This design comes from an exercise in tuning for small area on the open sky130 flow, not from production work. In this exercise RTL edits were held to simulation tests only and were not proved equivalent to the original. Power and IR drop assume default switching activity.

<file path="config.mk">
export PLATFORM = sky130hd
export DESIGN_NAME = Tetris_top
export DESIGN_NICKNAME = Tetris_top
export VERILOG_FILES = /design/flow/design.v
export SDC_FILE = /design/flow/constraint.sdc
export NUM_CORES = 8
export LEC_CHECK = 0
export ABC_AREA = 1
export CAP_MARGIN = 20
export CORE_MARGIN = 2
export CORE_UTILIZATION = 70
export CTS_BUF_LIST = sky130_fd_sc_hd__clkbuf_8
export CTS_CLUSTER_DIAMETER = 80
export CTS_CLUSTER_SIZE = 16
export HOLD_SLACK_MARGIN = 0
export PLACE_DENSITY = 0.85
export SLEW_MARGIN = 20
</file>
<file path="constraint.sdc">
create_clock -name core_clock -period 12.0 [get_ports {clk}]
set_input_delay 2.4000 -clock core_clock [delete_from_list [all_inputs] [get_ports {clk}]]
set_output_delay 2.4000 -clock core_clock [all_outputs]
set_load 0.01 [all_outputs]
</file>
<file path="design.v">
module tetris_main(clk, rst, c, Btn_Left, Btn_Right, Btn_Down, Btn_Spin,
                   gs_ent, dirty, g_ps, g_q, g_p, g_o, Score);
	input clk, rst;
	input [1:0] c;
	input Btn_Left, Btn_Right, Btn_Down, Btn_Spin;
	output [49:0] gs_ent;      
	output reg dirty;          
	output [4:0] g_ps;         
	output [4:0] g_q;          
	output [3:0] g_p;          
	output [3:0] g_o;          
	output reg [15:0] Score;   
	localparam S_Start = 4'd0, S_Initialize = 4'd1, S_GenerateNewPiece = 4'd2, S_Idle = 4'd3,
	           S_MoveLeft = 4'd4, S_MoveRight = 4'd5, S_Spin = 4'd6, S_SpinCorrection = 4'd7,
	           S_Wait = 4'd8, S_Tick = 4'd9, S_CleanFullRows = 4'd10, S_CleanEmptyRows = 4'd11,
	           S_CheckLoss = 4'd12, S_GameOver = 4'd13;
	localparam OP_NONE = 3'd0, OP_CLR = 3'd1, OP_SETTLE = 3'd2, OP_CLRROW = 3'd3, OP_SHIFT = 3'd4, OP_ROTP = 3'd5;
	wire ce = (c == 2'd1);
	wire [1:0] ge = c ^ 2'd2;    
	reg [3:0] Game_State;
	reg [6:0] Game_State_Counter;
	reg [2:0] Row_Elim_Counter;
	reg [11:0] Game_Clock_Counter;
	reg [2:0] Random_Counter;
	reg [4:0] PS;
	reg [4:0] SA_q;
	reg [3:0] SA_p;
	reg [2:0] op_r;
	reg [3:0] o;               
	assign g_o = o;
	reg acc1, acc2;
	reg [49:0] gW, gA, gB, gC;
	assign gs_ent = gC;
	assign g_ps = PS;
	assign g_q = SA_q;
	assign g_p = SA_p;
	wire [15:0] psd;
	assign psd[0] = 1'b0;
	assign psd[1] = 1'b0;
	assign psd[2] = (PS == 5'd2);
	assign psd[3] = 1'b0;
	assign psd[4] = 1'b0;
	assign psd[5] = (PS == 5'd5) | (PS == 5'd6) | (PS == 5'd8) | (PS == 5'd10) | (PS == 5'd15);
	assign psd[6] = (PS == 5'd2) | (PS == 5'd4) | (PS == 5'd6) | (PS == 5'd8) | (PS == 5'd12) | (PS == 5'd14) | (PS == 5'd17) | (PS == 5'd18) | (PS == 5'd19);
	assign psd[7] = (PS == 5'd4) | (PS == 5'd7) | (PS == 5'd9) | (PS == 5'd12);
	assign psd[8] = (PS == 5'd3);
	assign psd[9] = (PS == 5'd1) | (PS == 5'd3) | (PS == 5'd4) | (PS == 5'd5) | (PS == 5'd9) | (PS == 5'd10) | (PS == 5'd11) | (PS == 5'd13) | (PS == 5'd15) | (PS == 5'd16) | (PS == 5'd18) | (PS == 5'd19);
	assign psd[10] = (PS == 5'd1) | (PS == 5'd2) | (PS == 5'd3) | (PS == 5'd4) | (PS == 5'd5) | (PS == 5'd6) | (PS == 5'd7) | (PS == 5'd8) | (PS == 5'd9) | (PS == 5'd11) | (PS == 5'd12) | (PS == 5'd13) | (PS == 5'd14) | (PS == 5'd15) | (PS == 5'd16) | (PS == 5'd17) | (PS == 5'd18) | (PS == 5'd19);
	assign psd[11] = (PS == 5'd3) | (PS == 5'd6) | (PS == 5'd7) | (PS == 5'd9) | (PS == 5'd11) | (PS == 5'd13) | (PS == 5'd15) | (PS == 5'd16) | (PS == 5'd17) | (PS == 5'd18);
	assign psd[12] = 1'b0;
	assign psd[13] = (PS == 5'd1) | (PS == 5'd10) | (PS == 5'd11) | (PS == 5'd14);
	assign psd[14] = (PS == 5'd1) | (PS == 5'd2) | (PS == 5'd5) | (PS == 5'd7) | (PS == 5'd8) | (PS == 5'd10) | (PS == 5'd12) | (PS == 5'd14) | (PS == 5'd16) | (PS == 5'd17) | (PS == 5'd19);
	assign psd[15] = (PS == 5'd13);
	wire [4:0] ps_spin;
	assign ps_spin[0] = (PS == 5'd1) | (PS == 5'd2) | (PS == 5'd4) | (PS == 5'd6) | (PS == 5'd8) | (PS == 5'd10) | (PS == 5'd12) | (PS == 5'd14) | (PS == 5'd16) | (PS == 5'd18);
	assign ps_spin[1] = (PS == 5'd2) | (PS == 5'd3) | (PS == 5'd6) | (PS == 5'd7) | (PS == 5'd9) | (PS == 5'd10) | (PS == 5'd13) | (PS == 5'd14) | (PS == 5'd17) | (PS == 5'd18);
	assign ps_spin[2] = (PS == 5'd4) | (PS == 5'd5) | (PS == 5'd6) | (PS == 5'd7) | (PS == 5'd12) | (PS == 5'd13) | (PS == 5'd14) | (PS == 5'd15);
	assign ps_spin[3] = (PS == 5'd8) | (PS == 5'd9) | (PS == 5'd10) | (PS == 5'd11) | (PS == 5'd12) | (PS == 5'd13) | (PS == 5'd14) | (PS == 5'd15);
	assign ps_spin[4] = (PS == 5'd16) | (PS == 5'd17) | (PS == 5'd18) | (PS == 5'd19);
	wire [4:0] ps_new;
	assign ps_new[0] = (Random_Counter == 3'd0);
	assign ps_new[1] = (Random_Counter == 3'd1) || (Random_Counter == 3'd3);
	assign ps_new[2] = (Random_Counter == 3'd2) || (Random_Counter == 3'd3) || (Random_Counter == 3'd5);
	assign ps_new[3] = (Random_Counter == 3'd4) || (Random_Counter == 3'd5);
	assign ps_new[4] = (Random_Counter == 3'd6) || (Random_Counter == 3'd7);
	reg [8:0] tdec;
	always @(*) begin : tdecode
		integer i;
		for (i = -4; i <= 4; i = i + 1)
			tdec[i + 4] = (ge == 2'd0 && SA_q == 3 - i) || (ge == 2'd1 && SA_q == 8 - i) ||
			              (ge == 2'd2 && SA_q == 13 - i) || (ge == 2'd3 && SA_q == 18 - i);
	end
	wire [9:0] pdec;
	assign pdec[0] = !SA_p[3] && SA_p[2:0] == 3'd0;
	assign pdec[1] = !SA_p[3] && SA_p[2:0] == 3'd1;
	assign pdec[2] = SA_p[2:0] == 3'd2;
	assign pdec[3] = SA_p[2:0] == 3'd3;
	assign pdec[4] = SA_p[2:0] == 3'd4;
	assign pdec[5] = SA_p[2:0] == 3'd5;
	assign pdec[6] = SA_p[2:0] == 3'd6;
	assign pdec[7] = SA_p[2:0] == 3'd7;
	assign pdec[8] = SA_p[3] && !SA_p[0];
	assign pdec[9] = SA_p[3] && SA_p[0];
	reg [3:0] N [0:5];
	always @(*) begin : nibsel
		integer w, m;
		for (w = -1; w <= 4; w = w + 1) begin
			N[w + 1] = 4'b0;
			for (m = 0; m < 4; m = m + 1)
				if (tdec[m - w + 4]) N[w + 1] = N[w + 1] | psd[4 * m +: 4];
		end
	end
	wire [3:0] wr = {SA_p[3] || SA_p[2:0] == 3'd7, SA_p[3], SA_p[3] && SA_p[0], 1'b0};    
	reg [3:0] M [0:4];
	always @(*) begin : geom
		integer w, j;
		for (w = 0; w < 5; w = w + 1)
			for (j = 0; j < 4; j = j + 1)
				M[w][j] = wr[j] ? N[w][j] : N[w + 1][j];
	end
	reg [3:0] ok1, ok2;
	always @(*) begin : colprof
		integer m, j;
		for (j = 0; j < 4; j = j + 1) begin
			ok1[j] = 1'b0; ok2[j] = 1'b0;
			for (m = 0; m < 4; m = m + 1) begin
				if (SA_q <= 22 - m) ok1[j] = ok1[j] | psd[4 * m + j];
				if (SA_q <= 21 - m) ok2[j] = ok2[j] | psd[4 * m + j];
			end
		end
	end
	wire colL  = (ok1[0] & pdec[9]) | (ok1[1] & pdec[8]) | (ok1[2] & pdec[7]) | (ok1[3] & pdec[6]);
	wire colL2 = (ok1[0] & pdec[8]) | (ok1[1] & pdec[7]) | (ok1[2] & pdec[6]) | (ok1[3] & pdec[5]);
	wire colR  = (ok1[0] & pdec[0]) | (ok2[1] & pdec[9]) | (ok2[2] & pdec[8]) | (ok2[3] & pdec[7]);
	wire colR2 = (ok1[0] & pdec[1]) | (ok1[1] & pdec[0]) | (ok2[2] & pdec[9]) | (ok2[3] & pdec[8]);
	reg [4:0] bsel;
	always @(*) begin
		case (Game_State)
			S_CleanFullRows:  bsel = 5'd21 - Game_State_Counter[4:0];
			S_CleanEmptyRows: bsel = 5'd19 - Game_State_Counter[4:0];
			default:          bsel = 5'd0;
		endcase
	end
	reg [1:0] bg; reg [2:0] bw;
	always @(*) begin
		if (bsel >= 20) begin bg = 2'd0; bw = 3'd5; end    
		else if (bsel >= 15) begin bg = 2'd3; bw = bsel - 5'd15; end
		else if (bsel >= 10) begin bg = 2'd2; bw = bsel - 5'd10; end
		else if (bsel >= 5) begin bg = 2'd1; bw = bsel - 5'd5; end
		else begin bg = 2'd0; bw = bsel[2:0]; end
	end
	wire bsel_top = (bsel >= 20);
	reg [4:0] r_eq, r_ge, r_chk;
	always @(*) begin : rowcmp
		integer w;
		for (w = 0; w < 5; w = w + 1) begin
			r_eq[w] = !bsel_top && (ge == bg) && (bw == w);
			r_ge[w] = !bsel_top && ((ge > bg) || ((ge == bg) && (w >= bw)));
			if (w < 4) r_chk[w] = !bsel_top && (ge == bg) && (bw == w + 1);
			else r_chk[w] = (bsel_top && bsel == 5'd20 && ge == 2'd3) || (!bsel_top && (bg == ge + 2'd1) && (ge != 2'd3) && (bw == 3'd0));
		end
	end
	wire clr_all = rst | dirty | (op_r == OP_CLR);
	wire op_set = !clr_all && (op_r == OP_SETTLE);
	wire op_crow = !clr_all && (op_r == OP_CLRROW);
	wire op_shf = !clr_all && (op_r == OP_SHIFT);
	reg [49:0] T;
	always @(*) begin : xform
		integer w;
		reg [9:0] above, cr, rc;
		reg keep, sh;
		for (w = 0; w < 5; w = w + 1) begin
			if (w < 4) above = gC[10 * (w + 1) +: 10];
			else above = (ge == 2'd3) ? 10'b0 : gB[9:0];
			cr = gC[10 * w +: 10];
			case (op_r)
				OP_ROTP: rc = {cr[0], cr[9:1]};
				default: rc = cr;
			endcase
			sh = op_shf & r_ge[w];
			keep = !clr_all & !(op_crow & r_eq[w]) & !sh;
			T[10 * w +: 10] = (rc & {10{keep}}) | (above & {10{sh}}) | ({6'b0, M[w]} & {10{op_set}});
		end
	end
	reg hitL, hitR, hitT, hitS, hitF, hitE;
	always @(*) begin : checks
		integer w;
		reg [9:0] below, tr;
		reg [3:0] pr;
		hitL = 1'b0; hitR = 1'b0; hitT = 1'b0; hitS = 1'b0; hitF = 1'b0; hitE = 1'b0;
		for (w = 0; w < 5; w = w + 1) begin
			tr = T[10 * w +: 10];
			pr = M[w];
			if (w > 0) below = T[10 * (w - 1) +: 10];
			else below = (ge == 2'd0) ? 10'h3ff : gW[49:40];
			hitS = hitS | (|(tr[3:0] & pr));
			hitT = hitT | (|(below[3:0] & pr));
			hitL = hitL | (|(tr[4:1] & pr));
			hitR = hitR | (|({tr[2:0], tr[9]} & pr));
			hitF = hitF | (r_chk[w] & (&tr));
			hitE = hitE | (r_chk[w] & ~(|tr));
		end
	end
	wire row19_ne = |T[49:40];    
	wire spin_off = (o != SA_p);
	wire hit1 = (Game_State == S_SpinCorrection) ? (spin_off ? hitR : hitS) : (Game_State == S_Tick) ? hitT :
	            (Game_State == S_CleanFullRows) ? hitF : hitL;
	wire hit2 = (Game_State == S_CleanEmptyRows) ? hitE : hitR;
	wire f1 = acc1 | hit1, f2 = acc2 | hit2;
	wire fL = f1, fS = f1, fT = f1, fF = f1, fR = f2, fE = f2;
	always @(posedge clk) begin
		acc1 <= ((c == 2'd2) ? 1'b0 : acc1) | hit1;
		acc2 <= ((c == 2'd2) ? 1'b0 : acc2) | hit2;
	end
	always @(posedge clk) begin
		gW <= T;
		gA <= gW;
		gB <= gA;
		gC <= gB;
	end
	always @(posedge clk)
		if (rst) dirty <= 1'b1;
		else if (c == 2'd2) dirty <= 1'b0;
	reg [15:0] score_next;
	always @(*) begin : bcd
		reg [3:0] o, t, h, th, o2, t2;
		reg c0, c1, c2, wrap;
		reg [4:0] ts;
		reg [2:0] d;
		o = Score[3:0]; t = Score[7:4]; h = Score[11:8]; th = Score[15:12];
		c0 = 1'b0;
		if (Row_Elim_Counter == 3'd1 || Row_Elim_Counter == 3'd2 || Row_Elim_Counter == 3'd3) begin
			c0 = (o >= 4'd5);
			o = c0 ? o - 4'd5 : o + 4'd5;
		end
		d[0] = (Row_Elim_Counter == 3'd2);
		d[1] = (Row_Elim_Counter == 3'd3);
		d[2] = (Row_Elim_Counter == 3'd4);
		ts = t + d + c0;
		c1 = (ts >= 5'd10);
		t = c1 ? ts - 5'd10 : ts[3:0];
		c2 = c1 && (h == 4'd9);
		h = c1 ? ((h == 4'd9) ? 4'd0 : h + 4'd1) : h;
		th = th + c2;
		wrap = (th == 4'd8) && (h[1] || (h[0] && t == 4'd9 && o >= 4'd2));
		if (wrap) begin
			o2 = (o >= 4'd2) ? o - 4'd2 : o + 4'd8;
			t2 = (o >= 4'd2) ? ((t == 4'd9) ? 4'd0 : t + 4'd1) : t;
			score_next = {8'd0, t2, o2};
		end
		else score_next = {th, h, t, o};
	end
	reg [2:0] sa_op;
	reg [3:0] pn; reg [1:0] qop; reg [4:0] qc;
	always @(*) begin
		pn = SA_p; qop = 2'd0; qc = 5'd0;
		case (sa_op)
			3'd1: begin pn = 4'd3; qop = 2'd3; qc = 5'd21; end
			3'd2: if (SA_p == 4'd9) begin pn = 4'd0; qop = 2'd1; end
			      else if (SA_q == 5'd25 && SA_p == 4'd5) begin pn = 4'd0; qop = 2'd3; qc = 5'd0; end
			      else pn = SA_p + 4'd1;
			3'd3: if (SA_p == 4'd0) begin
			          if (SA_q == 5'd0) begin pn = 4'd5; qop = 2'd3; qc = 5'd25; end
			          else begin pn = 4'd9; qop = 2'd2; end
			      end
			      else pn = SA_p - 4'd1;
			3'd4: begin pn = 4'd0; qop = 2'd1; end
			3'd5: qop = 2'd1;
			3'd6: if (SA_q == 5'd0) begin
			          qop = 2'd3;
			          if (SA_p <= 4'd3) begin pn = SA_p + 4'd6; qc = 5'd24; end
			          else begin pn = SA_p - 4'd4; qc = 5'd25; end
			      end
			      else qop = 2'd2;
			default: ;
		endcase
	end
	reg [2:0] op_n;
	always @(*) begin
		sa_op = 3'd0;
		case (Game_State)
			S_GenerateNewPiece: if (Game_State_Counter == 0) sa_op = 3'd1;
			S_MoveLeft: sa_op = 3'd2;
			S_MoveRight: sa_op = 3'd3;
			S_SpinCorrection:
				if (Game_State_Counter[0] == 0) begin
					if (colL && colR) begin
						if (colL2 && colR2) sa_op = 3'd4;
						else if (!colL2) sa_op = 3'd2;
						else if (!colR2) sa_op = 3'd3;
					end
					else if (fS) sa_op = 3'd5;
				end
			S_Tick: if (!fT) sa_op = 3'd6;
			default: ;
		endcase
	end
	always @(posedge clk) begin
		if (ce) begin
			SA_p <= pn;
			case (qop)
				2'd1: SA_q <= SA_q + 5'd1;
				2'd2: SA_q <= SA_q - 5'd1;
				2'd3: SA_q <= qc;
				default: ;
			endcase
		end
	end
	always @(posedge clk) begin
		if (rst) begin
			Game_State <= S_Start;
			Score <= 16'd0;
			PS <= 5'd0;
			Random_Counter <= 3'd0;
			Game_Clock_Counter <= 12'd0;
		end
		else if (ce) begin
			Random_Counter <= (Random_Counter == 3'b110) ? 3'b0 : Random_Counter + 1'b1;
			if (Game_State == S_Idle)
				Game_Clock_Counter <= Game_Clock_Counter[10:0] + 12'd5;
			else if (Game_State == S_Spin)
				Game_Clock_Counter <= 12'd0;
			case (Game_State)
				S_Start: begin
					if (Btn_Spin) Game_State <= S_Initialize;
				end
				S_Initialize: begin
					Score <= 16'd0;
					Game_State <= S_GenerateNewPiece;
				end
				S_GenerateNewPiece: begin
					if (Game_State_Counter == 0) PS <= ps_new;
					if (Game_State_Counter >= 2) Game_State <= S_Idle;
				end
				S_Idle: begin
					if (Btn_Spin) Game_State <= S_Spin;
					else if (Btn_Left) begin
						if (!colL && !fL) Game_State <= S_MoveLeft;
					end
					else if (Btn_Right) begin
						if (!colR && !fR) Game_State <= S_MoveRight;
					end
					else if (Game_Clock_Counter[11] || Btn_Down) Game_State <= S_Tick;
				end
				S_MoveLeft: Game_State <= S_Wait;
				S_MoveRight: Game_State <= S_Wait;
				S_Spin: begin
					if (Game_State_Counter == 0) PS <= ps_spin;
					if (Game_State_Counter >= 3) Game_State <= S_SpinCorrection;
				end
				S_SpinCorrection: begin
					if (Game_State_Counter[0] == 0 && !(colL && colR) && !fS) Game_State <= S_Wait;
				end
				S_Wait: begin
					if (Game_State_Counter == 0) Game_State <= S_Idle;
				end
				S_Tick: begin
					if (fT) Game_State <= S_CleanFullRows;
					else Game_State <= S_Wait;
				end
				S_CleanFullRows: begin
					if (Game_State_Counter > 21) begin
						Score <= score_next;
						Game_State <= S_CleanEmptyRows;
					end
				end
				S_CleanEmptyRows: begin
					if (Game_State_Counter >= 18) Game_State <= S_CheckLoss;
				end
				S_CheckLoss: begin
					if (row19_ne) Game_State <= S_GameOver;
					else Game_State <= S_GenerateNewPiece;
				end
				S_GameOver: begin
					if (Btn_Spin) Game_State <= S_Initialize;
				end
				default: Game_State <= S_Start;
			endcase
		end
	end
	always @(posedge clk) begin
		if (ce) begin
			op_n = OP_NONE;
			case (Game_State)
				S_Start: begin
					op_n = OP_CLR;
					if (Btn_Spin) Game_State_Counter <= 7'd0;
				end
				S_Initialize: begin
					op_n = OP_CLR;
					Game_State_Counter <= 7'd0;
				end
				S_GenerateNewPiece: begin
					if (Game_State_Counter < 2) Game_State_Counter <= Game_State_Counter + 1'b1;
					else Game_State_Counter <= 7'd0;
				end
				S_Idle: begin
					if (Btn_Spin || (!Btn_Left && !Btn_Right && (Game_Clock_Counter[11] || Btn_Down)))
						Game_State_Counter <= 7'd0;
				end
				S_MoveLeft, S_MoveRight: Game_State_Counter <= 7'd1;
				S_Spin: begin
					if (Game_State_Counter < 3) Game_State_Counter <= Game_State_Counter + 1'b1;
					else Game_State_Counter <= 7'd0;
				end
				S_SpinCorrection: begin
					if (Game_State_Counter[0] == 0 && !(colL && colR) && !fS) Game_State_Counter <= 7'd1;
					else Game_State_Counter <= Game_State_Counter + 1'b1;
				end
				S_Wait: begin
					if (Game_State_Counter != 0) Game_State_Counter <= Game_State_Counter + 1'b1;
				end
				S_Tick: begin
					if (fT) begin
						op_n = OP_SETTLE;
						Game_State_Counter <= 7'd0;
					end
					else Game_State_Counter <= 7'd1;
				end
				S_CleanFullRows: begin
					if (Game_State_Counter == 0)
						Row_Elim_Counter <= 3'd0;
					else if (Game_State_Counter <= 20 && fF) begin
						op_n = OP_CLRROW;
						Row_Elim_Counter <= Row_Elim_Counter + 1'b1;
					end
					if (Game_State_Counter > 21) Game_State_Counter <= 7'd0;
					else Game_State_Counter <= Game_State_Counter + 1'b1;
				end
				S_CleanEmptyRows: begin
					if (Game_State_Counter <= 18 && fE) op_n = OP_SHIFT;
					if (Game_State_Counter < 18) Game_State_Counter <= Game_State_Counter + 1'b1;
					else Game_State_Counter <= 7'd0;
				end
				S_CheckLoss: begin
					if (!row19_ne) Game_State_Counter <= 7'd0;
				end
				default: ;
			endcase
			op_r <= op_n;
			if (op_n == OP_CLR) o <= 4'd3;
			else if (op_n == OP_NONE && (sa_op == 3'd2 || sa_op == 3'd4 ||
			         (Game_State == S_SpinCorrection ? (SA_p == o_inc) : (rot_t != o)))) begin
				op_r <= OP_ROTP;
				o <= o_inc;
			end
		end
	end
	wire [3:0] o_inc = (o[3] && o[0]) ? 4'd0 : o + 4'd1;
	wire post_settle = (Game_State == S_CleanFullRows) || (Game_State == S_CleanEmptyRows) ||
	                   (Game_State == S_CheckLoss) || (Game_State == S_GameOver) || (Game_State == S_GenerateNewPiece);
	wire [3:0] rot_t = post_settle ? 4'd3 : SA_p;
endmodule
`timescale 1ns / 1ps
module tetris_vga2(
	clk, rst, c, hlo, dirty,
	gs_ent, g_ps, g_q, g_p, g_o,
	HSync, VSync,
	R, G, B
    );
	input clk;
	input rst;
	input [1:0] c;
	input [3:0] hlo;           
	input dirty;
	input [49:0] gs_ent;
	input [4:0] g_ps;
	input [4:0] g_q;
	input [3:0] g_p;
	input [3:0] g_o;
	output reg HSync;
	output reg VSync;
	output wire [2:0] R;
	output wire [2:0] G;
	output wire [1:0] B;
	reg r2, r1, g2, g0;
	assign R = {r2, r1, r1};
	assign G = {g2, g2, g0};
	assign B = {g0, g0};
	reg [5:0] HorizontalCounterHi;
	wire [9:0] HorizontalCounter = {HorizontalCounterHi, hlo};
	reg [9:0] VerticalCounter;
	wire pxl_ce = (c == 2'd1);
	wire hsync_fall = pxl_ce && (HorizontalCounter == 10'd0);
	wire frame_start = hsync_fall && (VerticalCounter == 0);
	always @(posedge clk) begin
		if (rst)
			HorizontalCounterHi <= 0;
		else if (pxl_ce && hlo == 4'd15) begin
			if (HorizontalCounterHi < 6'd49)
				HorizontalCounterHi <= HorizontalCounterHi + 1'b1;
			else
				HorizontalCounterHi <= 0;
		end
	end
	always @(posedge clk) begin
		if (rst)
			HSync <= 1'b1;
		else if (pxl_ce)
			HSync <= !(HorizontalCounter < 96);
	end
	always @(posedge clk) begin
		if (rst)
			VerticalCounter <= 0;
		else if (hsync_fall) begin
			if (VerticalCounter < 524)
				VerticalCounter <= VerticalCounter + 1'b1;
			else
				VerticalCounter <= 0;
		end
	end
	always @(posedge clk) begin
		if (rst)
			VSync <= 1'b0;
		else if (pxl_ce)
			VSync <= !(VerticalCounter < 2);
	end
	reg [49:0] vW, vA, vB, vC;
	reg ld;
	reg blank;
	reg [4:0] s_ps;
	reg [4:0] s_q;
	reg [3:0] s_p;
	reg [3:0] s_o;
	always @(posedge clk) begin
		vW <= ld ? gs_ent : vC;
		vA <= vW;
		vB <= vA;
		vC <= vB;
	end
	always @(posedge clk)
		if (pxl_ce) ld <= frame_start;
	always @(posedge clk) begin
		if (rst) blank <= 1'b1;
		else if (frame_start && !dirty) blank <= 1'b0;
	end
	wire pre2 = pxl_ce && (VerticalCounter == 10'd0) && (HorizontalCounter == 10'd798);
	wire pre1 = pxl_ce && (VerticalCounter == 10'd0) && (HorizontalCounter == 10'd799);
	always @(posedge clk) begin
		if (pre2) s_ps <= g_ps;
		if (pre1) begin
			s_q <= g_q;
			s_p <= g_p;
		end
		if (frame_start) s_o <= g_o;
	end
	wire [9:0] H = HorizontalCounter;
	wire [9:0] V = VerticalCounter;
	wire [4:0] vq = V[8:4] + (V[3:0] >= 4'd13);
	wire [4:0] drow = (V <= 10'd108) ? 5'd19 : 5'd25 - vq;
	reg [1:0] dgrp; reg [2:0] dw;
	always @(*) begin
		if (drow >= 15) begin dgrp = 2'd3; dw = drow - 5'd15; end
		else if (drow >= 10) begin dgrp = 2'd2; dw = drow - 5'd10; end
		else if (drow >= 5) begin dgrp = 2'd1; dw = drow - 5'd5; end
		else begin dgrp = 2'd0; dw = drow[2:0]; end
	end
	wire [3:0] dcol = ~H[7:4];    
	wire [1:0] wgrp = (c - 2'd1) ^ 2'd2;    
	reg [9:0] vrow;
	always @(*)
		case (dw)
			3'd0: vrow = vW[9:0];
			3'd1: vrow = vW[19:10];
			3'd2: vrow = vW[29:20];
			3'd3: vrow = vW[39:30];
			default: vrow = vW[49:40];
		endcase
	wire [3:0] scol = (dcol >= s_o) ? dcol - s_o : dcol + 4'd10 - s_o;
	wire vbit = vrow[scol];
	reg cap;
	always @(posedge clk)
		if (wgrp == dgrp) cap <= vbit;
	wire abit = ((dgrp == 2'd2) ? vbit : cap) & !blank;
	wire [15:0] sd;
	assign sd[0] = 1'b0;
	assign sd[1] = 1'b0;
	assign sd[2] = (s_ps == 5'd2);
	assign sd[3] = 1'b0;
	assign sd[4] = 1'b0;
	assign sd[5] = (s_ps == 5'd5) | (s_ps == 5'd6) | (s_ps == 5'd8) | (s_ps == 5'd10) | (s_ps == 5'd15);
	assign sd[6] = (s_ps == 5'd2) | (s_ps == 5'd4) | (s_ps == 5'd6) | (s_ps == 5'd8) | (s_ps == 5'd12) | (s_ps == 5'd14) | (s_ps == 5'd17) | (s_ps == 5'd18) | (s_ps == 5'd19);
	assign sd[7] = (s_ps == 5'd4) | (s_ps == 5'd7) | (s_ps == 5'd9) | (s_ps == 5'd12);
	assign sd[8] = (s_ps == 5'd3);
	assign sd[9] = (s_ps == 5'd1) | (s_ps == 5'd3) | (s_ps == 5'd4) | (s_ps == 5'd5) | (s_ps == 5'd9) | (s_ps == 5'd10) | (s_ps == 5'd11) | (s_ps == 5'd13) | (s_ps == 5'd15) | (s_ps == 5'd16) | (s_ps == 5'd18) | (s_ps == 5'd19);
	assign sd[10] = (s_ps == 5'd1) | (s_ps == 5'd2) | (s_ps == 5'd3) | (s_ps == 5'd4) | (s_ps == 5'd5) | (s_ps == 5'd6) | (s_ps == 5'd7) | (s_ps == 5'd8) | (s_ps == 5'd9) | (s_ps == 5'd11) | (s_ps == 5'd12) | (s_ps == 5'd13) | (s_ps == 5'd14) | (s_ps == 5'd15) | (s_ps == 5'd16) | (s_ps == 5'd17) | (s_ps == 5'd18) | (s_ps == 5'd19);
	assign sd[11] = (s_ps == 5'd3) | (s_ps == 5'd6) | (s_ps == 5'd7) | (s_ps == 5'd9) | (s_ps == 5'd11) | (s_ps == 5'd13) | (s_ps == 5'd15) | (s_ps == 5'd16) | (s_ps == 5'd17) | (s_ps == 5'd18);
	assign sd[12] = 1'b0;
	assign sd[13] = (s_ps == 5'd1) | (s_ps == 5'd10) | (s_ps == 5'd11) | (s_ps == 5'd14);
	assign sd[14] = (s_ps == 5'd1) | (s_ps == 5'd2) | (s_ps == 5'd5) | (s_ps == 5'd7) | (s_ps == 5'd8) | (s_ps == 5'd10) | (s_ps == 5'd12) | (s_ps == 5'd14) | (s_ps == 5'd16) | (s_ps == 5'd17) | (s_ps == 5'd19);
	assign sd[15] = (s_ps == 5'd13);
	wire [5:0] k = {1'b0, drow} + 6'd3 - {1'b0, s_q};
	reg [3:0] nmain, nwrap;
	always @(*) begin
		case (k)
			6'd0: begin nmain = sd[3:0]; nwrap = 4'b0; end
			6'd1: begin nmain = sd[7:4]; nwrap = sd[3:0]; end
			6'd2: begin nmain = sd[11:8]; nwrap = sd[7:4]; end
			6'd3: begin nmain = sd[15:12]; nwrap = sd[11:8]; end
			6'd4: begin nmain = 4'b0; nwrap = sd[15:12]; end
			default: begin nmain = 4'b0; nwrap = 4'b0; end
		endcase
	end
	wire [4:0] jd = {1'b0, dcol} - {1'b0, s_p};    
	reg bbit0;
	wire bbit = bbit0 & !blank;
	always @(*) begin
		case (jd)
			5'd0: bbit0 = nmain[0];
			5'd1: bbit0 = nmain[1];
			5'd2: bbit0 = nmain[2];
			5'd3: bbit0 = nmain[3];
			5'd22: bbit0 = nwrap[0];    
			5'd23: bbit0 = nwrap[1];    
			5'd24: bbit0 = nwrap[2];    
			5'd25: bbit0 = nwrap[3];    
			default: bbit0 = 1'b0;
		endcase
	end
	always @(posedge clk) begin
		if (rst) begin
			r2 <= 1'b0; r1 <= 1'b0; g2 <= 1'b0; g0 <= 1'b0;
		end
		else if (pxl_ce) begin
			if (V < 76) begin
				r2 <= 1'b0; r1 <= 1'b0; g2 <= 1'b0; g0 <= 1'b0;
			end
			else if (V < 92 || (V >= 412 && V < 428)) begin
				if (H >= 336 && H < 528) begin
					r2 <= 1'b1; r1 <= 1'b1; g2 <= 1'b1; g0 <= 1'b1;
				end
				else begin
					r2 <= 1'b0; r1 <= 1'b0; g2 <= 1'b0; g0 <= 1'b0;
				end
			end
			else if (V < 412) begin
				if (H < 336 || H >= 528) begin
					r2 <= 1'b0; r1 <= 1'b0; g2 <= 1'b0; g0 <= 1'b0;
				end
				else if (H < 352 || H >= 512) begin
					r2 <= 1'b1; r1 <= 1'b1; g2 <= 1'b1; g0 <= 1'b1;
				end
				else begin
					r2 <= abit & bbit;
					r1 <= bbit;
					g2 <= abit & !bbit;
					g0 <= abit ^ bbit;
				end
			end
			else begin
				r2 <= 1'b0; r1 <= 1'b0; g2 <= 1'b0; g0 <= 1'b0;
			end
		end
	end
endmodule
`timescale 1ns / 1ps
module tetris_seg(clk, rst, num, c, hlo, seg, an);
	input clk, rst;
	input [15:0] num;        
	output [1:0] c;          
	output [3:0] hlo;        
	output [7:0] seg;
	output reg [3:0] an;
	reg [12:0] divider;
	assign c = divider[1:0];
	assign hlo = divider[5:2];
	wire scan_ce = (divider == 13'h0FFF);
	reg [3:0] dec_bcd;
	reg [3:0] pend;
	always @(posedge clk)
		if (rst) divider <= 13'd0;
		else divider <= divider + 1'b1;
	wire [3:0] an_next = {an[2:0], an[3] & ~(&an[2:0])};
	reg [3:0] digit;
	always @(*)
		case (an_next)
			4'b1110: digit = num[7:4];
			4'b1101: digit = num[11:8];
			4'b1011: digit = num[15:12];
			default: digit = num[3:0];
		endcase
	always @(posedge clk) begin
		if (rst) begin
			an <= 4'b1111;
			dec_bcd <= 4'd0;
			pend <= 4'd0;
		end
		else if (scan_ce) begin
			an <= an_next;
			dec_bcd <= pend;
			pend <= digit;
		end
	end
	assign seg[7] = 1'b1;
	assign seg[0] = !((dec_bcd == 4'd0) | (dec_bcd == 4'd2) | (dec_bcd == 4'd3) | (dec_bcd == 4'd5) | (dec_bcd == 4'd6) | (dec_bcd == 4'd7) | (dec_bcd == 4'd8) | (dec_bcd == 4'd9));
	assign seg[1] = !((dec_bcd == 4'd0) | (dec_bcd == 4'd1) | (dec_bcd == 4'd2) | (dec_bcd == 4'd3) | (dec_bcd == 4'd4) | (dec_bcd == 4'd7) | (dec_bcd == 4'd8) | (dec_bcd == 4'd9));
	assign seg[2] = !((dec_bcd == 4'd0) | (dec_bcd == 4'd1) | (dec_bcd == 4'd3) | (dec_bcd == 4'd4) | (dec_bcd == 4'd5) | (dec_bcd == 4'd6) | (dec_bcd == 4'd7) | (dec_bcd == 4'd8) | (dec_bcd == 4'd9));
	assign seg[3] = !((dec_bcd == 4'd0) | (dec_bcd == 4'd2) | (dec_bcd == 4'd3) | (dec_bcd == 4'd5) | (dec_bcd == 4'd6) | (dec_bcd == 4'd8) | (dec_bcd == 4'd9));
	assign seg[4] = !((dec_bcd == 4'd0) | (dec_bcd == 4'd2) | (dec_bcd == 4'd6) | (dec_bcd == 4'd8));
	assign seg[5] = !((dec_bcd == 4'd0) | (dec_bcd == 4'd4) | (dec_bcd == 4'd5) | (dec_bcd == 4'd6) | (dec_bcd == 4'd8) | (dec_bcd == 4'd9));
	assign seg[6] = !((dec_bcd == 4'd2) | (dec_bcd == 4'd3) | (dec_bcd == 4'd4) | (dec_bcd == 4'd5) | (dec_bcd == 4'd6) | (dec_bcd == 4'd8) | (dec_bcd == 4'd9));
endmodule
`timescale 1ns / 1ps
module Tetris_top(
	clk,
	rst,
	btnL,
	btnR,
	btnD,
	btnS,
	HSync,
	VSync,
	R,
	G,
	B,
	Seg,
	An
    );
	input clk, rst, btnL, btnR, btnD, btnS;
	output HSync, VSync;
	output [2:0] R;
	output [2:0] G;
	output [1:0] B;
	output [7:0] Seg;
	output [3:0] An;
	wire [1:0] c;
	wire [3:0] hlo;
	wire dirty;
	wire [49:0] gs_ent;
	wire [4:0] g_ps, g_q;
	wire [3:0] g_p, g_o;
	wire [15:0] score;
	tetris_main M_TET(.clk(clk), .rst(rst), .c(c), .Btn_Left(btnL), .Btn_Right(btnR), .Btn_Down(btnD),
		.Btn_Spin(btnS), .gs_ent(gs_ent), .dirty(dirty), .g_ps(g_ps), .g_q(g_q), .g_p(g_p), .g_o(g_o), .Score(score));
	tetris_vga2 M_VGA(.clk(clk), .rst(rst), .c(c), .hlo(hlo), .dirty(dirty), .gs_ent(gs_ent), .g_ps(g_ps), .g_q(g_q),
		.g_p(g_p), .g_o(g_o), .HSync(HSync), .VSync(VSync), .R(R), .G(G), .B(B));
	tetris_seg  M_SEG(.clk(clk), .rst(rst), .num(score), .c(c), .hlo(hlo), .seg(Seg), .an(An));
endmodule
</file>
<file path="flow/run.sh">
#!/bin/bash
# Layout flow: the standard flow, with one extra step after the standard
# synthesis.  The combinational logic of the synthesized netlist is mapped a
# second time with a stronger ABC script (flow/remap.tcl, flow/remap.abc);
# the registers of the standard synthesis are kept as they are (same cells,
# same names).  Then the standard flow continues from that netlist.
# Each tool's output goes to a log file of its own in this folder.
set -euo pipefail
HERE=$PWD
RES=$HERE/orfs/results/$FLOW_PLATFORM/Tetris_top/base

# 1. standard synthesis
bash standard.sh "$RES/1_2_yosys.v" > 1_synth_standard.log 2>&1
cp "$RES/1_2_yosys.v" "$HERE/1_2_yosys_standard.v"

# 2. second mapping of the combinational logic, repeated on its own result
#    (passes cycle through flow/remap.abc, remap_c.abc and remap_b.abc); the
#    smallest netlist is kept.  A pass whose result is implausibly small (under 70% of
#    the standard synthesis) is not kept.
export REMAP_LIB=$FLOW_HOME/platforms/$FLOW_PLATFORM/lib/sky130_fd_sc_hd__tt_025C_1v80.lib
export REMAP_SCRIPT=$HERE/flow/remap.abc
export REMAP_CONSTR=$HERE/flow/remap.constr
export REMAP_PERIOD_PS=$(awk "BEGIN{print int($FLOW_PERIOD_NS*1000)}")
prev=$HERE/1_2_yosys_standard.v
best=""; best_area=""
std_area=$(awk '/Chip area for module/ {print $NF}' "$HERE/orfs/reports/$FLOW_PLATFORM/Tetris_top/base/synth_stat.txt" 2>/dev/null || true)
for i in $(seq 1 20); do
  case $(( i % 4 )) in
    0) export REMAP_SCRIPT=$HERE/flow/remap_b.abc ;;
    2) export REMAP_SCRIPT=$HERE/flow/remap_c.abc ;;
    *) export REMAP_SCRIPT=$HERE/flow/remap.abc ;;
  esac
  export REMAP_IN=$prev
  export REMAP_OUT=$HERE/1_2_yosys_remap$i.v
  export REMAP_STAT=$HERE/remap_stat$i.txt
  if ! yosys -c flow/remap.tcl > 2_remap$i.log 2>&1; then
    echo "pass $i: failed" >> 2_remap_summary.log
    continue
  fi
  area=$(awk '/Chip area for module/ {print $NF}' "$REMAP_STAT" 2>/dev/null || true)
  if [[ -z "$area" ]]; then
    echo "pass $i: no area" >> 2_remap_summary.log
    continue
  fi
  echo "pass $i: area $area" >> 2_remap_summary.log
  if [[ -n "$std_area" ]] && awk "BEGIN{exit !($area < 0.7 * $std_area)}"; then
    echo "pass $i: result rejected (standard synthesis $std_area)" >> 2_remap_summary.log
    continue
  fi
  if [[ -z "$best" ]] || awk "BEGIN{exit !($area < $best_area)}"; then
    best=$REMAP_OUT; best_area=$area
  fi
  prev=$REMAP_OUT
done
# 2b. from the smallest netlist so far, a few passes of ABC's &deepsyn
#     (flow/remap_ds.abc.in) with different random seeds; again the smallest
#     netlist is kept
if [[ -n "$best" ]]; then
  base=$best
  for seed in 3 11 5 0 7 13 19 23 29 31 37 41 43 47 53 59; do
    sed "s/SEED/$seed/" flow/remap_ds.abc.in > remap_ds_$seed.abc
    export REMAP_SCRIPT=$HERE/remap_ds_$seed.abc
    export REMAP_IN=$base
    export REMAP_OUT=$HERE/1_2_yosys_remap_ds$seed.v
    export REMAP_STAT=$HERE/remap_stat_ds$seed.txt
    if ! timeout 600 yosys -c flow/remap.tcl > 2_remap_ds$seed.log 2>&1; then
      echo "deepsyn seed $seed: failed" >> 2_remap_summary.log
      continue
    fi
    area=$(awk '/Chip area for module/ {print $NF}' "$REMAP_STAT" 2>/dev/null || true)
    if [[ -z "$area" ]]; then
      echo "deepsyn seed $seed: no area" >> 2_remap_summary.log
      continue
    fi
    echo "deepsyn seed $seed: area $area" >> 2_remap_summary.log
    if [[ -n "$std_area" ]] && awk "BEGIN{exit !($area < 0.7 * $std_area)}"; then
      echo "deepsyn seed $seed: result rejected (standard synthesis $std_area)" >> 2_remap_summary.log
      continue
    fi
    if awk "BEGIN{exit !($area < $best_area)}"; then
      best=$REMAP_OUT; best_area=$area
    fi
  done
fi
if [[ -z "$best" ]]; then best=$HERE/1_2_yosys_standard.v; best_area=$std_area; fi
echo "kept $best ($best_area)" >> 2_remap_summary.log
cp "$best" "$RES/1_2_yosys.v"
touch "$RES/1_2_yosys.v"

# 3. the rest of the standard flow, from the re-mapped netlist (with the
#    clock tree options of flow/cts_args.txt and the port buffer options of
#    flow/buffer_ports_args.txt, if there are)
if [[ -f flow/cts_args.txt ]]; then
  export CTS_ARGS="$(cat flow/cts_args.txt)"
fi
# every port still gets its buffer (buffer_ports), of the smallest buffer cell
if [[ -f flow/buffer_ports_args.txt ]]; then
  export BUFFER_PORTS_ARGS="$(cat flow/buffer_ports_args.txt)"
fi
bash standard.sh > 3_layout_standard.log 2>&1
</file>
<file path="flow/buffer_ports_args.txt">
-buffer_cell sky130_fd_sc_hd__buf_1
</file>
<file path="flow/cts_args.txt">
-sink_clustering_enable -repair_clock_nets -sink_clustering_size 16 -sink_clustering_max_diameter 80 -buf_list sky130_fd_sc_hd__clkbuf_8 -dont_use_dummy_load
</file>
<file path="flow/remap.abc">
strash
dc2
dch -f
&get -n
&nf -R 1000 -p -F 8 -C 32
&put
mfs -a
strash
dc2
dch -f
&get -n
&nf -R 1000 -p -F 8 -C 32
&put
mfs -a
strash
dc2
dch -f
&get -n
&nf -R 1000 -p -F 8 -C 32
&put
mfs -a
strash
dch -f
&get -n
&nf -R 1000 -p -F 8 -C 32
&put
topo
</file>
<file path="flow/remap.constr">
set_driving_cell sky130_fd_sc_hd__buf_1
set_load 5
</file>
<file path="flow/remap.tcl">
# Second mapping of the combinational logic of the standard synthesis netlist
# with a stronger ABC script.  The sequential cells (their instances and
# names) are kept as they are; only the logic between them is re-mapped.
yosys -import
set lib $::env(REMAP_LIB)
read_liberty -ignore_miss_func $lib
read_verilog $::env(REMAP_IN)
hierarchy -top Tetris_top
# keep the sequential cells
foreach m [split [string trim [tee -q -s result.string select -list-mod =sky130_fd_sc_hd__*df* =sky130_fd_sc_hd__*dl*]] "\n"] {
  setattr -mod -set keep_hierarchy 1 $m
}
flatten
opt_clean -purge
techmap
opt -fast -purge
# the platform's don't-use cells (platforms/sky130hd/config.mk)
set dont_use {}
foreach c {sky130_fd_sc_hd__probe_p_8 sky130_fd_sc_hd__probec_p_8 sky130_fd_sc_hd__lpflow_bleeder_1
           sky130_fd_sc_hd__lpflow_clkbufkapwr_1 sky130_fd_sc_hd__lpflow_clkbufkapwr_16 sky130_fd_sc_hd__lpflow_clkbufkapwr_2
           sky130_fd_sc_hd__lpflow_clkbufkapwr_4 sky130_fd_sc_hd__lpflow_clkbufkapwr_8 sky130_fd_sc_hd__lpflow_clkinvkapwr_1
           sky130_fd_sc_hd__lpflow_clkinvkapwr_16 sky130_fd_sc_hd__lpflow_clkinvkapwr_2 sky130_fd_sc_hd__lpflow_clkinvkapwr_4
           sky130_fd_sc_hd__lpflow_clkinvkapwr_8 sky130_fd_sc_hd__lpflow_decapkapwr_12 sky130_fd_sc_hd__lpflow_decapkapwr_3
           sky130_fd_sc_hd__lpflow_decapkapwr_4 sky130_fd_sc_hd__lpflow_decapkapwr_6 sky130_fd_sc_hd__lpflow_decapkapwr_8
           sky130_fd_sc_hd__lpflow_inputiso0n_1 sky130_fd_sc_hd__lpflow_inputiso0p_1 sky130_fd_sc_hd__lpflow_inputiso1n_1
           sky130_fd_sc_hd__lpflow_inputiso1p_1 sky130_fd_sc_hd__lpflow_inputisolatch_1 sky130_fd_sc_hd__lpflow_isobufsrc_1
           sky130_fd_sc_hd__lpflow_isobufsrc_16 sky130_fd_sc_hd__lpflow_isobufsrc_2 sky130_fd_sc_hd__lpflow_isobufsrc_4
           sky130_fd_sc_hd__lpflow_isobufsrc_8 sky130_fd_sc_hd__lpflow_isobufsrckapwr_16 sky130_fd_sc_hd__lpflow_lsbuf_lh_hl_isowell_tap_1
           sky130_fd_sc_hd__lpflow_lsbuf_lh_hl_isowell_tap_2 sky130_fd_sc_hd__lpflow_lsbuf_lh_hl_isowell_tap_4
           sky130_fd_sc_hd__lpflow_lsbuf_lh_isowell_4 sky130_fd_sc_hd__lpflow_lsbuf_lh_isowell_tap_1
           sky130_fd_sc_hd__lpflow_lsbuf_lh_isowell_tap_2 sky130_fd_sc_hd__lpflow_lsbuf_lh_isowell_tap_4} {
  lappend dont_use -dont_use $c
}
abc -script $::env(REMAP_SCRIPT) -liberty $lib {*}$dont_use -constr $::env(REMAP_CONSTR) -D $::env(REMAP_PERIOD_PS)
opt_clean -purge
hilomap -singleton -hicell sky130_fd_sc_hd__conb_1 HI -locell sky130_fd_sc_hd__conb_1 LO
# (no insbuf: the floorplan step buffers every port anyway)
splitnets
opt_clean -purge
foreach m [split [string trim [tee -q -s result.string select -list-mod =sky130_fd_sc_hd__*]] "\n"] {
  blackbox $m
}
tee -o $::env(REMAP_STAT) stat -liberty $lib
write_verilog -noattr -nohex -nodec $::env(REMAP_OUT)
</file>
<file path="flow/remap_b.abc">
strash
dc2
dch -f
&get -n
&nf -R 1000
&put
mfs
strash
dch -f
&get -n
&nf -R 1000
&put
mfs
strash
dch -f
&get -n
&nf -R 1000
&put
topo
</file>
<file path="flow/remap_c.abc">
strash
dc2
dch -f
&get -n
&nf -R 1000 -p -F 8 -C 32
&put
mfs -a
strash
dc2
dch -f
&get -n
&nf -R 1000 -p -F 8 -C 32
&put
mfs -a
strash
dch -f
&get -n
&nf -R 1000 -p -F 8 -C 32
&put
topo
</file>
<file path="flow/remap_ds.abc.in">
strash
&get -n
&deepsyn -T 30 -S SEED
&put
strash
dch -f
&get -n
&nf -R 1000 -p -F 8 -C 32
&put
topo
</file>
<file path="standard.sh">
#!/bin/bash
# synth_recipe.tcl (not shown) runs the flow's synth.tcl, then flattens the netlist and writes it again
# the make line also repeats each setting of config.mk as NAME=value (left out here)
make -C /OpenROAD-flow-scripts/flow DESIGN_CONFIG=/design/flow/config.mk WORK_HOME=/design/flow/orfs CLKGATE_MAP_FILE= SYNTH_SCRIPT=/design/flow/synth_recipe.tcl "${@:-finish}"
</file>
==> flow_summary.ini, run 1 <==
[sta]
tightest_slew_ns = 1.157
layout_min_cycle_time_ns = 9.124
rsz0062_at_grt = false
final_hold_viol_count = 0
fin_tns_setup_ns = 0
slew_headroom_pct = 21.89
fin_worst_hold_slack_ns = 0.2831
setup_violations = 0
fin_skew_ns = 0.07678
timing.final.crit_share_pct = 76.03
slew_viol_final = 0
fmax_mhz = 109.6

[clocking]
cts_tree = done
clkLatencyLatePin_ns = 0.61
cts_sinks = 537
clk_pin_slew_worst_paths_ns = 0.10
ctsHtreeMaxLevel = 2
ctsHoldBuffers = 0
cts_repair_resize_count = 0
cts_buffer_depth = 3
root_buffer = clkbuf_8
post_cts_buffers = 0
cts_buffers = 39

[setup_path]
cp.required_ns = 12.29
reg2reg_to = M_TET.SA_p[2]$_DFFE_PP_
end_kind = register
crit-reg2reg-launch = M_TET.Game_State[0]$_SDFFE_PP0P_
max_stage_delay_ns = 0.67
path_class = in -> reg
cp.arrival_ns = 9.42
cp_slowest_cell = nor2b_1
path_delay_family = simple AND/OR/NAND/NOR gates
critPathBufInv = 5
worstRegToRegCells = 32
critPathMaxFanout = 25
r2r_slack_ns = 3.13
setup.worst_path.start_class = primary input

[min_path]
min_path_type = reg -> reg
hp-start = M_VGA.vA[21]$_DFF_P_
holdPathStages = 0
hold_end = M_VGA.vB[21]$_DFF_P_

[placement]
detailed_place_hpwl_um = 39140
port_buffers = 26
place.gp.congestion = 0.9715

[detailed_routing]
drt-wirelength-per-cell_um = 22.29
vias = 16600
drt_pre_antenna_iters = 10
first_iter_violations = 2875
drc = 0
ant_nets = 0
viasPerCell = 6.810
wirelength_um = 54350

[job]
cap_violations = 0

[logic_synthesis]
yosys_warnings = 5
synthesis.area_um2 = 19720
postSynthCellCount = 1973
syn_area_per_cell_um2 = 9.994
syn-num-nets = 1979

[floorplan]
dieArea_um2 = 29530
die_y_um = 171.8
num_rows = 61
core-area_um2 = 27780
die_w_um = 171.8
initial_core_util_pct = 70.98
io_pins = 28

[power]
ir_drop_mv = 0.1144
p_leak_nw = 7.879
power_density_nw_per_um2 = 130.2

[finish]
drive_gt1_share_pct = 3.063
fin_nets = 2065
area_delta_synth_final_pct = 6.504
post-route-util_pct = 75.59

[grt]
grt_use_total_pct = 36.59
grt_start_max_net_pins = 51
overflow = 0
grt_pass1_vias = 15280
grt_pass1_wl_um = 83570
grt_antenna_before_repair = 2

[status]
status = no timing/DRC/antenna violations
## layer usage
metal	routed length (um)	track usage (%)	up-vias
met3	6002	6.926	235
met5	13	0	-
met1	21870	50.02	7753
li1	-	-	7501
met4	2169	13.85	2
met2	24290	58.08	1112
## layout by cell type, fill, tap and decap left out, types with 26 or more instances in the layout
cell type    n
xnor2_1     28
o21ai_0     93
nand2b_1    39
clkbuf_8    39
a21oi_1    133
nor2b_1     32
a22oi_1     49
edfxtp_1    46
clkinv_1    53
buf_1       26
a222oi_1    50
nand3_1     44
nor3_1      78
nand2_1    253
mux2_1      53
nor2_1     151
dfxtp_1    491
## worst register-to-register path, delay by kind of cell, from the launching register on
| kind | cells | cell delay [ns] |
|---|---|---|
| AOI/OAI and AO/OA | 16 | 3.83 |
| buffers and inverters | 3 | 0.65 |
| DFF | 1 | 0.73 |
| and+or+nand+nor | 13 | 3.41 |
## worst max-delay path by stage
stage / startpoint / to / cells past startpoint
after floorplan: rst / M_TET.SA_p[2]$_DFFE_PP_ / 22
after global placement: rst / M_TET.SA_p[2]$_DFFE_PP_ / 28
after detailed placement: rst / M_TET.SA_p[2]$_DFFE_PP_ / 28
after CTS: rst / M_TET.SA_p[2]$_DFFE_PP_ / 28
after global routing: rst / M_TET.SA_p[2]$_DFFE_PP_ / 28
final: rst / M_TET.SA_p[2]$_DFFE_PP_ / 28
## state kept, by name, summed over array words and instances (netlist names), 6 cells and up
signal,flops
M_TET.gA,50
M_TET.gB,50
M_TET.gC,50
M_TET.gW,50
M_VGA.vA,50
M_VGA.vB,50
M_VGA.vC,50
M_VGA.vW,50
M_TET.Score,16
M_SEG.divider,13
M_TET.Game_Clock_Counter,12
M_VGA.VerticalCounter,10
M_TET.Game_State_Counter,7
M_VGA.HorizontalCounterHi,6
## layout make-up
cell class / count / area, um2
well taps: 378 / 473.0
fillers: 1845 / 6780
diodes: 3 / 7.507
clock buffers: 39 / 536.8
repair buffers: 45 / 240.2
multi-input cells: 1383 / 8334
inverters: 53 / 198.9
flip-flops and latches: 537 / 11210
## where the power goes
group          total, mW  internal [mW]  switching, mW  leakage, nW
Clock              0.819          0.293          0.526        0.280
Sequential          1.83           1.81         0.0180         4.36
Combinational     0.0850         0.0271         0.0579         3.24
Total               2.74           2.13          0.602         7.88
## stage by stage
step	setup slack (ns)	total power [mW]	area (um2)	std cells
3_3_place_gp	2.969	1.950	20450	2396
6_report	2.876	2.735	21000	2438
5_1_grt	2.228	2.805	20990	2435
2_1_floorplan	2.320	1.924	19720	1973
3_5_place_dp	2.678	1.954	20450	2396
4_1_cts	3.208	2.733	20980	2435
==> run 2, diff against run 1 <==
--- a/flow/run.sh
+++ b/flow/run.sh
@@ -57,7 +57,7 @@
 #     netlist is kept
 if [[ -n "$best" ]]; then
   base=$best
-  for seed in 3 11 5 0 7 13 19 23 29 31 37 41 43 47 53 59; do
+  for seed in 3 11 5 0 7 13 19 23 29 31 37 41 43 47 53 59 61 67 71 73 79 83 89 97; do
     sed "s/SEED/$seed/" flow/remap_ds.abc.in > remap_ds_$seed.abc
     export REMAP_SCRIPT=$HERE/remap_ds_$seed.abc
     export REMAP_IN=$base
==> flow/cts_args.txt (replaced) <==
-sink_clustering_enable -repair_clock_nets -sink_clustering_size 18 -sink_clustering_max_diameter 80 -buf_list sky130_fd_sc_hd__clkbuf_8 -dont_use_dummy_load
==> run 2 against run 1 <==
Still clean. Sequential power about the same. Sequential share of layout area rose by 0.12 points. Critical path depth stayed put. Via count fell by 0.25%. Flip-flop and latch count stayed put. Clock power decreased by 2.7%. Wire length is 0.83% higher. Clock skew down 0.020 ns. Clock-buffer cell count shrank 4. Cell area shrank 0.23%. Combinational power about the same. Total power decreased by 0.75%. Critical endpoint unchanged. Largest cell class unchanged.
==> flow_summary.ini, run 2 <==
[power]
power_density_nw_per_um2 = 129.6
p_leak_nw = 7.851
p_comb_share_pct = 3.1
pwr-share-seq_pct = 67.5
swShare_pct = 22.41
ir_drop_mv = 0.1325
clock_power_share_pct = 29.4
p_switching_uw = 608.5
p_int_mw = 2.106

[detailed_routing]
drt-wirelength-per-cell_um = 22.50
drt_pre_antenna_iters = 10
vias = 16560
first_iter_violations = 2698
wirelength_um = 54800
viasPerCell = 6.801
drc = 0
ant_nets = 0

[logic_synthesis]
yosys_warnings = 5
syn_area_per_cell_um2 = 9.994
postSynthCellCount = 1973
syn-num-nets = 1979
synthesis.area_um2 = 19720

[sta]
slew_viol_final = 0
timing.final.crit_share_pct = 75.26
final_hold_viol_count = 0
fin_skew_ns = 0.05701
setup_violations = 0
fin_tns_setup_ns = 0
tightest_slew_ns = 1.138
fmax_mhz = 110.7
slew_headroom_pct = 23.56
layout_min_cycle_time_ns = 9.031
rsz0062_at_grt = false

[floorplan]
die_w_um = 171.8
io_pins = 28
num_rows = 61
dieArea_um2 = 29530
core-area_um2 = 27780
die_y_um = 171.8
initial_core_util_pct = 70.98

[grt]
grt_pass1_wl_um = 83880
overflow = 0
grt_pass1_vias = 15320
grt_antenna_before_repair = 3
grt_use_total_pct = 36.83
grt_start_max_net_pins = 51

[clocking]
post_cts_buffers = 0
ctsHoldBuffers = 0
cts_buffers = 35
cts_tree = done
clkLatencyLatePin_ns = 0.59
cts_repair_resize_count = 0
ctsHtreeMaxLevel = 2
root_buffer = clkbuf_8
cts_buffer_depth = 3
clk_pin_slew_worst_paths_ns = 0.12
cts_sinks = 537

[min_path]
holdPathStages = 0
hold_end = M_TET.gB[33]$_DFF_P_
hp-start = M_TET.gA[33]$_DFF_P_
min_path_type = reg -> reg

[status]
status = no timing/DRC/antenna violations

[placement]
port_buffers = 26
place.gp.congestion = 0.9715
detailed_place_hpwl_um = 39140

[setup_path]
crit-reg2reg-launch = M_TET.Game_State[0]$_SDFFE_PP0P_
cp.arrival_ns = 9.38
reg2reg_to = M_TET.SA_p[2]$_DFFE_PP_
end_kind = register
r2r_slack_ns = 3.22
critPathMaxFanout = 25
worstRegToRegCells = 32
path_class = in -> reg
setup.worst_path.start_class = primary input
cp.required_ns = 12.35

[finish]
area_delta_synth_final_pct = 6.262
final_common_cell = dfxtp_1
drive_gt1_share_pct = 2.923
post-route-util_pct = 75.42
fin_nets = 2061
mostFrequentLayoutCells = dfxtp_1 (491), nand2_1 (253), nor2_1 (151)

[job]
cap_violations = 0
run 2: area by class of cell:
type,count,area (um2)
antenna,4,10.01
clock buffer,35,481.7
fill,1849,6828
inverter,53,198.9
multi-input combinational,1383,8339
sequential,537,11210
tap,378,473.0
timing repair buffer,45,240.2
run 2: layer usage:
layer  part of all wire (%)  global-route usage (%)  vias up
li1                       -                       -     7493
met1                     41                   50.38     7738
met2                     44                   57.66     1086
met3                     10                   6.880      240
met4                    4.4                   15.60        4
met5                  0.064                       0        -
run 2: critical path, cell delays in order:
cell and delay [ns]:
buf_1 0.07, buf_4 0.24, nor3_1 0.31, nand4_1 0.20
a21oi_1 0.17, buf_4 0.24, and2_0 0.55, nor2b_1 0.68
a311oi_1 0.11, buf_4 0.21, a222oi_1 0.23, clkinv_1 0.19
a222oi_1 0.45, nand3_1 0.12, a2111oi_0 0.51, a21oi_1 0.27
nor2_1 0.15, nand2_1 0.13, a31oi_1 0.41, nor2b_1 0.14
a21oi_1 0.22, o21ai_0 0.17, nor3b_1 0.28, nor2b_1 0.31
nor4_1 0.10, nand2b_1 0.19, a22oi_1 0.18, o21ai_0 0.10
run 2: worst max path at each step:
stage	start	to
after floorplan	rst	M_TET.SA_p[2]$_DFFE_PP_
final	rst	M_TET.SA_p[2]$_DFFE_PP_
after detailed placement	rst	M_TET.SA_p[2]$_DFFE_PP_
after global routing	rst	M_TET.SA_p[2]$_DFFE_PP_
after CTS	rst	M_TET.SA_p[2]$_DFFE_PP_
after global placement	rst	M_TET.SA_p[2]$_DFFE_PP_
run 2: stage by stage:
stage / area (um2) / instances / total power, mW / hold WS (ns) / worst slack [ns]
3_3_place_gp: 20450 / 2396 / 1.950 / 0.3096 / 2.969
6_report: 20950 / 2435 / 2.715 / 0.3005 / 2.969
5_1_grt: 20940 / 2431 / 2.778 / 0.3151 / 2.278
2_1_floorplan: 19720 / 1973 / 1.924 / 0.3096 / 2.320
4_1_cts: 20930 / 2431 / 2.705 / 0.3109 / 3.255
3_5_place_dp: 20450 / 2396 / 1.954 / 0.3121 / 2.678
run 2: power by group through the flow:
stage	clock network (mW)	registers, mW	logic [mW]
2_1_floorplan	0	1.87	0.0537
3_3_place_gp	0	1.87	0.0790
3_5_place_dp	0	1.87	0.0815
4_1_cts	0.791	1.83	0.0825
5_1_grt	0.852	1.83	0.0915
6_report	0.797	1.83	0.0850

## what the ideal ports hide
How much do the figures lean on ideal ports? The routed layouts below were timed once more, with nothing changed but the port constraints.
Step 1 sets driving cells, clkbuf_16 on the clock port and buf_2 on the other inputs (assumed; they add their load-dependent delay and slew).
Step 2 times the ports against the registers' clock, not the clock port: input delays grow and output delays shrink by t, the midpoint of the rising clock arrivals with the driver on.
Three values: no drivers, after step 1, after step 2; two values: the first two.
run | t, ns | setup slack, ns | worst data-port slew with drivers (ns) | pins driven straight from the clock port
run 1 | 0.621 | 2.876 / 2.908 / 2.287 | 0.03 | 1
run 2 | 0.621 | 2.969 / 3.003 / 2.382 | 0.03 | 1
After both steps setup and hold are still met in every run listed. For run 1, which loses most, drivers alone change the setup slack by +0.032 ns; drivers and shift together by -0.589 ns.
